Background: an optimization exercise with open tools, aiming at small area, a short achievable clock period and few clock cycles. Do not read the settings as production practice. Only simulation tests tie the RTL to the original design; equivalence was not proved.

==> exp/lagoon <==
// alu
module alu #(
    parameter INST_W = 4,
    parameter INT_W  = 6,
    parameter FRAC_W = 10,
    parameter DATA_W = INT_W + FRAC_W
)(
    input                      i_clk,
    input                      i_rst_n,
    input                      i_in_valid,
    output                     o_busy,
    input         [INST_W-1:0] i_inst,
    input  signed [DATA_W-1:0] i_data_a,
    input  signed [DATA_W-1:0] i_data_b,
    output                     o_out_valid,
    output        [DATA_W-1:0] o_data
);
clock: 36.0 ns
lec_check: 0
cap_margin: 20
core_margin: 2
core_utilization: 50
slew_margin: 20
synth_hierarchical: 1
standard.sh (not shown) runs the stock make flow with config.mk's settings and CLKGATE_MAP_FILE= SYNTH_SCRIPT=/design/flow/synth_recipe.tcl, a recipe that flattens the netlist after the stock synthesis.
==> flow/flow/run.sh <==
#!/bin/bash
# Standard synthesis, then the standard layout steps with a larger setup
# margin for repair_timing and plain buffers on the ports. Each step's make
# output goes to its own log file here.
set -euo pipefail
bash standard.sh synth > flow_synth.log 2>&1
bash standard.sh SETUP_SLACK_MARGIN=28 "BUFFER_PORTS_ARGS=-buffer_cell sky130_fd_sc_hd__buf_2" finish > flow_layout.log 2>&1
==> inputs of exp/amber, as changes to exp/lagoon <==
--- a/flow/design.v
+++ b/flow/design.v
@@ -11,56 +11,50 @@
     input         [INST_W-1:0] i_inst,
     input  signed [DATA_W-1:0] i_data_a,
     input  signed [DATA_W-1:0] i_data_b,
     output                     o_out_valid,
     output        [DATA_W-1:0] o_data
 );
 reg        busy;
 reg [2:0]  rl;           
+reg [1:0]  sc;           
 reg        s0_v;
 reg [3:0]  s0_inst;
 reg [15:0] s0_a, s0_b;
-reg [1:0]  sp;           
-reg        s1_sine;
 wire       s0_row   = (rl != 3'd0) & (rl != 3'd1);    
 wire       s0_last  = (rl == 3'd1);                    
-wire       s0_rowany = (rl != 3'd0);
-wire       s0_op    = s0_v & ~s0_rowany;
-wire       u_mac    = s0_op & (s0_inst == 4'd2);
-wire       u_sine   = s0_op & (s0_inst == 4'd3);
-wire       unit_nx  = s1_sine | (sp == 2'd1) | (sp == 2'd2);   
-wire       hold     = (u_mac | u_sine) & unit_nx;
-wire       s0_take  = s0_v & ~hold;
-wire [2:0] rl_n = !s0_take ? rl : (rl != 3'd0) ? rl - 3'd1 : (s0_inst == 4'd9) ? 3'd7 : 3'd0;
-wire       in_unit  = i_in_valid & ((i_inst == 4'd2) | (i_inst == 4'd3)) & (rl_n == 3'd0);
-wire       busy_n   = (hold | in_unit) & ((u_sine & ~hold) | s1_sine | (sp == 2'd1));
+wire [2:0] rl_n = !s0_v ? rl : (rl != 3'd0) ? rl - 3'd1 : (s0_inst == 4'd9) ? 3'd7 : 3'd0;
+wire acc_sine  = i_in_valid & (i_inst == 4'd3) & (rl_n == 3'd0);
+wire [1:0] sc_n = acc_sine ? 2'd3 : (sc != 2'd0 ? sc - 2'd1 : 2'd0);
 always @(posedge i_clk or negedge i_rst_n) begin
     if (!i_rst_n) begin
         busy <= 1'b0;
         rl <= 3'd0;
+        sc <= 2'd0;
         s0_v <= 1'b0;
     end else begin
-        busy <= busy_n;
-        s0_v <= hold | i_in_valid;
+        sc <= sc_n;
+        busy <= (sc_n != 2'd0);
+        s0_v <= i_in_valid;
         rl <= rl_n;
     end
 end
 always @(posedge i_clk) begin
-    if (!hold) begin
-        s0_inst <= i_inst;
-        s0_a <= i_data_a;
-        s0_b <= i_data_b;
-    end
+    s0_inst <= i_inst;
+    s0_a <= i_data_a;
+    s0_b <= i_data_b;
 end
 assign o_busy = busy;
-wire d_mac     = u_mac & ~hold;
-wire d_sine    = u_sine & ~hold;
+wire s0_rowany = s0_row | s0_last;
+wire s0_op     = s0_v & ~s0_rowany;
+wire d_mac     = s0_op & (s0_inst == 4'd2);
+wire d_sine    = s0_op & (s0_inst == 4'd3);
 wire d_hdr     = s0_op & (s0_inst == 4'd9);
-wire d_simple  = s0_op & ~u_mac & ~u_sine & ~d_hdr;
+wire d_simple  = s0_op & ~d_mac & ~d_sine & ~d_hdr;
 wire d_shift   = d_hdr | (s0_v & s0_row);
 wire d_copy    = s0_v & s0_last;
 wire signed [16:0] s_add = $signed(s0_a) + $signed(s0_b);
 wire signed [16:0] s_sub = $signed(s0_a) - $signed(s0_b);
 wire [15:0] r_add = (s_add[16] != s_add[15]) ? {s_add[16], {15{~s_add[16]}}} : s_add[15:0];
 wire [15:0] r_sub = (s_sub[16] != s_sub[15]) ? {s_sub[16], {15{~s_sub[16]}}} : s_sub[15:0];
 wire [15:0] r_gray = s0_a ^ {1'b0, s0_a[15:1]};
 integer i;
@@ -114,17 +108,17 @@
 always @(*) begin
     for (i = 0; i < 8; i = i + 1) begin
         bd_neg[i] = ax[2*i+2];
         bd_one[i] = ax[2*i+1] ^ ax[2*i];
         bd_two[i] = (ax[2*i+2] & ~ax[2*i+1] & ~ax[2*i]) | (~ax[2*i+2] & ax[2*i+1] & ax[2*i]);
     end
 end
 wire [19:0] a9 = {{4{s0_a[15]}}, s0_a} + {s0_a[15], s0_a, 3'b000};
-reg        s1_mac, s1_simple, s1_shift, s1_copy, s1_fresh;
+reg        s1_mac, s1_sine, s1_simple, s1_shift, s1_copy, s1_fresh;
 reg [7:0]  b_one, b_two, b_neg;   
 reg [19:0] s1_x;     
 always @(posedge i_clk or negedge i_rst_n) begin
     if (!i_rst_n) begin
         s1_mac <= 1'b0;
         s1_sine <= 1'b0;
         s1_simple <= 1'b0;
         s1_shift <= 1'b0;
@@ -135,28 +129,31 @@
         s1_sine <= d_sine;
         s1_simple <= d_simple;
         s1_shift <= d_shift;
         s1_copy <= d_copy;
         s1_fresh <= d_mac | d_sine;
     end
 end
 always @(posedge i_clk) begin
-    if (d_mac | d_sine) begin
+    if (s0_v) begin
         b_one <= bd_one;
         b_two <= bd_two;
         b_neg <= bd_neg;
     end
     s1_x <= d_mac ? {{4{s0_b[15]}}, s0_b} :
             d_sine ? a9 :
             d_simple ? {4'd0, r_simple} : {4'd0, s0_a};
 end
+reg [1:0] sp;        
 reg [66:0] G;
 reg [36:0] accm;     
 wire [35:0] acc = (accm[36] != accm[35]) ? {accm[36], {35{~accm[36]}}} : accm[35:0];
+reg s2_v;
+reg [1:0] s2_kind;   
 wire [66:0] ux = s1_fresh ? {{47{s1_x[19]}}, s1_x} : G;
 wire [66:0] uc = s1_mac  ? {{31{acc[35]}}, acc} :
                  s1_sine ? (67'd0 - (67'd171 << 20)) :
                  (sp == 2'd2) ? (67'd1 << 50) :
                  (sp == 2'd3) ? (67'd1 << 49) : 67'd0;
 wire bneg0 = b_neg[0];
 wire bone0 = b_one[0];
 wire btwo0 = b_two[0];
@@ -1631,98 +1628,71 @@
 fa_cell u_t_959 (.a(t_825), .b(t_824), .c(uc[66]), .s(t_959), .co(t_960));
 wire [66:0] ur0 = {t_959,t_957,t_955,t_953,t_951,t_949,t_947,t_945,t_943,t_941,t_939,t_937,t_935,t_933,t_931,t_929,t_927,t_925,t_923,t_921,t_919,t_917,t_915,t_913,t_911,t_909,t_907,t_905,t_903,t_901,t_899,t_897,t_895,t_893,t_891,t_889,t_887,t_885,t_883,t_881,t_879,t_877,t_875,t_873,t_871,t_869,t_867,t_865,t_863,t_861,t_859,t_857,t_855,t_853,t_851,t_849,t_847,t_845,t_843,t_841,t_839,t_837,t_835,t_833,t_831,t_829,t_827};
 wire [66:0] ur1 = {t_958,t_956,t_954,t_952,t_950,t_948,t_946,t_944,t_942,t_940,t_938,t_936,t_934,t_932,t_930,t_928,t_926,t_924,t_922,t_920,t_918,t_916,t_914,t_912,t_910,t_908,t_906,t_904,t_902,t_900,t_898,t_896,t_894,t_892,t_890,t_888,t_886,t_884,t_882,t_880,t_878,t_876,t_874,t_872,t_870,t_868,t_866,t_864,t_862,t_860,t_858,t_856,t_854,t_852,t_850,t_848,t_846,t_844,t_842,t_840,t_838,t_836,t_834,t_832,t_830,t_828,1'b0};
 wire [66:0] uy = ur0 + ur1;
 always @(posedge i_clk or negedge i_rst_n) begin
     if (!i_rst_n) begin
         sp <= 2'd0;
         accm <= 37'd0;
+        s2_v <= 1'b0;
+        s2_kind <= 2'd0;
     end else begin
         sp <= s1_sine ? 2'd1 : (sp == 2'd3 ? 2'd0 : (sp != 2'd0 ? sp + 2'd1 : 2'd0));
         if (s1_mac) accm <= uy[36:0];
+        s2_v <= s1_simple | s1_mac | (sp == 2'd3);
+        s2_kind <= s1_mac ? 2'd1 : (s1_simple ? 2'd0 : 2'd2);
     end
 end
 always @(posedge i_clk) begin
-    G <= uy;
+    G[66:16] <= uy[66:16];
+    G[15:0] <= s1_simple ? s1_x[15:0] : uy[15:0];
+end
+reg [111:0] M;
+always @(posedge i_clk) begin
+    if (s1_shift) M <= {s1_x[15:0], M[111:16]};
+end
+wire [127:0] rows = {s1_x[15:0], M};
+reg [127:0] W;       
+integer k, r;
+always @(*) begin
+    for (k = 0; k < 8; k = k + 1)
+        for (r = 0; r < 8; r = r + 1)
+            W[16*k + 14 - 2*r +: 2] = rows[16*r + 2*(7-k) +: 2];
 end
 wire [36:0] mr = G[36:0] + 37'd512;
 wire [26:0] mq = mr[36:10];
 wire [15:0] r_mac = (mq[26:15] != {12{mq[15]}}) ? {mq[26], {15{~mq[26]}}} : mq[15:0];
-reg        l1_v, l1_mac, l1_sine, l1_shift, l1_copy;
-reg [3:0]  l2_f, l3_f, l4_f;      
-reg [15:0] l1_d, l2_d, l3_d, l4_d;
-always @(posedge i_clk or negedge i_rst_n) begin
-    if (!i_rst_n) begin
-        l1_v <= 1'b0; l1_mac <= 1'b0; l1_sine <= 1'b0; l1_shift <= 1'b0; l1_copy <= 1'b0;
-        l2_f <= 4'd0; l3_f <= 4'd0; l4_f <= 4'd0;
-    end else begin
-        l1_v <= s1_simple | s1_mac | s1_sine;
-        l1_mac <= s1_mac;
-        l1_sine <= s1_sine;
-        l1_shift <= s1_shift;
-        l1_copy <= s1_copy;
-        l2_f <= {l1_v, l1_sine, l1_shift, l1_copy};
-        l3_f <= l2_f;
-        l4_f <= l3_f;
-    end
-end
-always @(posedge i_clk) begin
-    l1_d <= s1_x[15:0];
-    l2_d <= l1_mac ? r_mac : l1_d;
-    l3_d <= l2_d;
-    l4_d <= l3_d;
-end
-wire s2_v    = l4_f[3];
-wire s2_sine = l4_f[2];
-wire s2_shift = l4_f[1];
-wire s2_copy = l4_f[0];
 wire [16:0] sv = G[66:50];
 wire [15:0] r_sin = (sv[16] != sv[15]) ? {sv[16], {15{~sv[16]}}} : sv[15:0];
-wire [15:0] R2 = s2_sine ? r_sin : l4_d;
+wire [15:0] R2 = (s2_kind == 2'd1) ? r_mac : (s2_kind == 2'd2) ? r_sin : G[15:0];
 reg [111:0] Q;        
 reg [6:0]  qv;        
-reg [6:0]  qr;        
 reg [15:0] out_d;
 reg        out_v;
-wire [127:0] rows = {l4_d, Q};
-reg  [127:0] W;       
-integer k, r;
-always @(*) begin
-    for (k = 0; k < 8; k = k + 1)
-        for (r = 0; r < 8; r = r + 1)
-            W[16*k + 14 - 2*r +: 2] = rows[16*r + 2*(7-k) +: 2];
-end
-wire       in_any  = s2_v | s2_shift;               
-wire       q_pop   = qv[0] & ~qr[0];                
-wire [6:0] qv_b    = q_pop ? {1'b0, qv[6:1]} : qv;   
-wire [6:0] q_app   = ~qv_b & {qv_b[5:0], 1'b1};    
-wire       direct  = ~qv[0] & s2_v;                 
+wire       q_ne = qv[0];
+wire [6:0] qv_sh = {1'b0, qv[6:1]};
+wire [6:0] q_app = ~qv_sh & {qv_sh[5:0], 1'b1};    
 always @(posedge i_clk or negedge i_rst_n) begin
     if (!i_rst_n) begin
         qv <= 7'd0;
-        qr <= 7'd0;
         out_v <= 1'b0;
     end else begin
-        out_v <= s2_copy | q_pop | direct;
-        if (s2_copy) begin
-            qv <= 7'h7f;
-            qr <= 7'd0;
-        end else begin
-            qv <= (in_any & ~direct) ? (qv_b | q_app) : qv_b;
-            qr <= (q_pop ? {1'b0, qr[6:1]} : qr) | ((s2_shift) ? q_app : 7'd0);
-        end
+        out_v <= q_ne | s2_v | s1_copy;
+        if (s1_copy) qv <= 7'h7f;
+        else if (s2_v & q_ne) qv <= {qv_sh[5:0], 1'b1};
+        else qv <= qv_sh;
     end
 end
 always @(posedge i_clk) begin
-    out_d <= s2_copy ? W[15:0] : (q_pop ? Q[15:0] : R2);
+    out_d <= q_ne ? Q[15:0] : (s2_v ? R2 : W[15:0]);
     for (i = 0; i < 7; i = i + 1) begin
-        if (s2_copy) Q[16*i +: 16] <= W[16*(i+1) +: 16];
+        if (s1_copy) Q[16*i +: 16] <= W[16*(i+1) +: 16];
         else if (q_app[i]) Q[16*i +: 16] <= R2;
-        else if (q_pop && i < 6) Q[16*i +: 16] <= Q[16*(i+1) +: 16];
+        else if (i < 6) Q[16*i +: 16] <= Q[16*(i+1) +: 16];
     end
 end
 assign o_out_valid = out_v;
 assign o_data = out_d;
 endmodule
 module fa_cell(input a, input b, input c, output s, output co);
 assign s = a ^ b ^ c;
 assign co = (a & b) | (a & c) | (b & c);
==> flow/run.sh (new file) <==
#!/bin/bash
# synth_recipe.tcl (not shown) runs the flow's synth.tcl, then flattens the netlist and writes it again
# the make line also repeats each setting of config.mk as NAME=value (left out here)
make -C /OpenROAD-flow-scripts/flow DESIGN_CONFIG=/design/flow/config.mk WORK_HOME=/design/flow/orfs CLKGATE_MAP_FILE= SYNTH_SCRIPT=/design/flow/synth_recipe.tcl finish
==> flow/config.mk (replaced) <==
export PLATFORM = sky130hd
export DESIGN_NAME = alu
export DESIGN_NICKNAME = alu
export VERILOG_FILES = /design/flow/design.v
export SDC_FILE = /design/flow/constraint.sdc
export NUM_CORES = 4
export LEC_CHECK = 0
export CAP_MARGIN = 20
export CORE_MARGIN = 2
export CORE_UTILIZATION = 40
export SLEW_MARGIN = 20
export SYNTH_HIERARCHICAL = 1
removed: flow/flow/run.sh
removed: flow/standard.sh
==> notes.md <==
Run status: exp/amber finished clean; exp/lagoon finished clean
Post-layout worst setup margin: exp/amber 26.96 ns; exp/lagoon 27.66 ns
DP Area: exp/amber 50600 um^2; exp/lagoon 48200 um^2
Critical Path RT: exp/amber 36.56 ns; exp/lagoon 28.80 ns
Proportion of cell area occupied by multi-input gates: exp/amber 68.2%; exp/lagoon 68.9%
Proportion of synthesized chip area in sequential cells: exp/amber 22.7%; exp/lagoon 22.9%
Final period utilization: exp/amber 25.1%; exp/lagoon 23.2%
Y dimension of the die: exp/amber 350 um; exp/lagoon 308 um
Post-Syn Instances: exp/amber 4656; exp/lagoon 4378
Post-route standard cell area excluding fillers: exp/amber 52400 um^2; exp/lagoon 50100 um^2
Cell area after synthesis: exp/amber 47800 um^2; exp/lagoon 46100 um^2
Met2 track utilization from global routing: exp/amber 41.2%; exp/lagoon 48.3%
Final HPWL DP: exp/amber 112 mm; exp/lagoon 101 mm
Wire length of the first global-routing pass: exp/amber 246 mm; exp/lagoon 223 mm
Total of flip-flops plus latches after synthesis: exp/amber 450; exp/lagoon 421
Testbench counts of exp/lagoon, summed over its fixed seeds: cycles 6,264.
Testbench counts of exp/amber, summed over its fixed seeds: cycles 7,105.

port drivers added, routing unchanged:
The flow's constraints put no driver on any port. The routed layouts listed below were extracted and timed again, unchanged, in two steps. Step 1 assumes that a clkbuf_16 drives the clock port and a buf_2 every other input. Step 2 adds t to the input delays and takes it off the output delays; t is the mean of the earliest and latest rising clock arrival at the registers after step 1. Input paths then give back, and output paths get back, about the clock's delay inside the block. Slacks: ideal ports / drivers / drivers and shift; pairs: ideal ports / drivers.
| run | t (ns) | setup WS [ns] | hold WS [ns] | clock arrival spread, ns | worst register clock-pin slew, ns |
|---|---|---|---|---|---|
| exp/lagoon | 0.657 | 27.663 / 27.604 / 27.836 | 0.310 / 0.310 / 0.310 | 0.041 / 0.040 | 0.07 / 0.07 |
| exp/amber | 0.703 | 26.961 / 26.961 / 26.961 | 0.435 / 0.435 / 0.435 | 0.075 / 0.075 | 0.07 / 0.07 |
After both steps setup and hold are still met in every run listed.
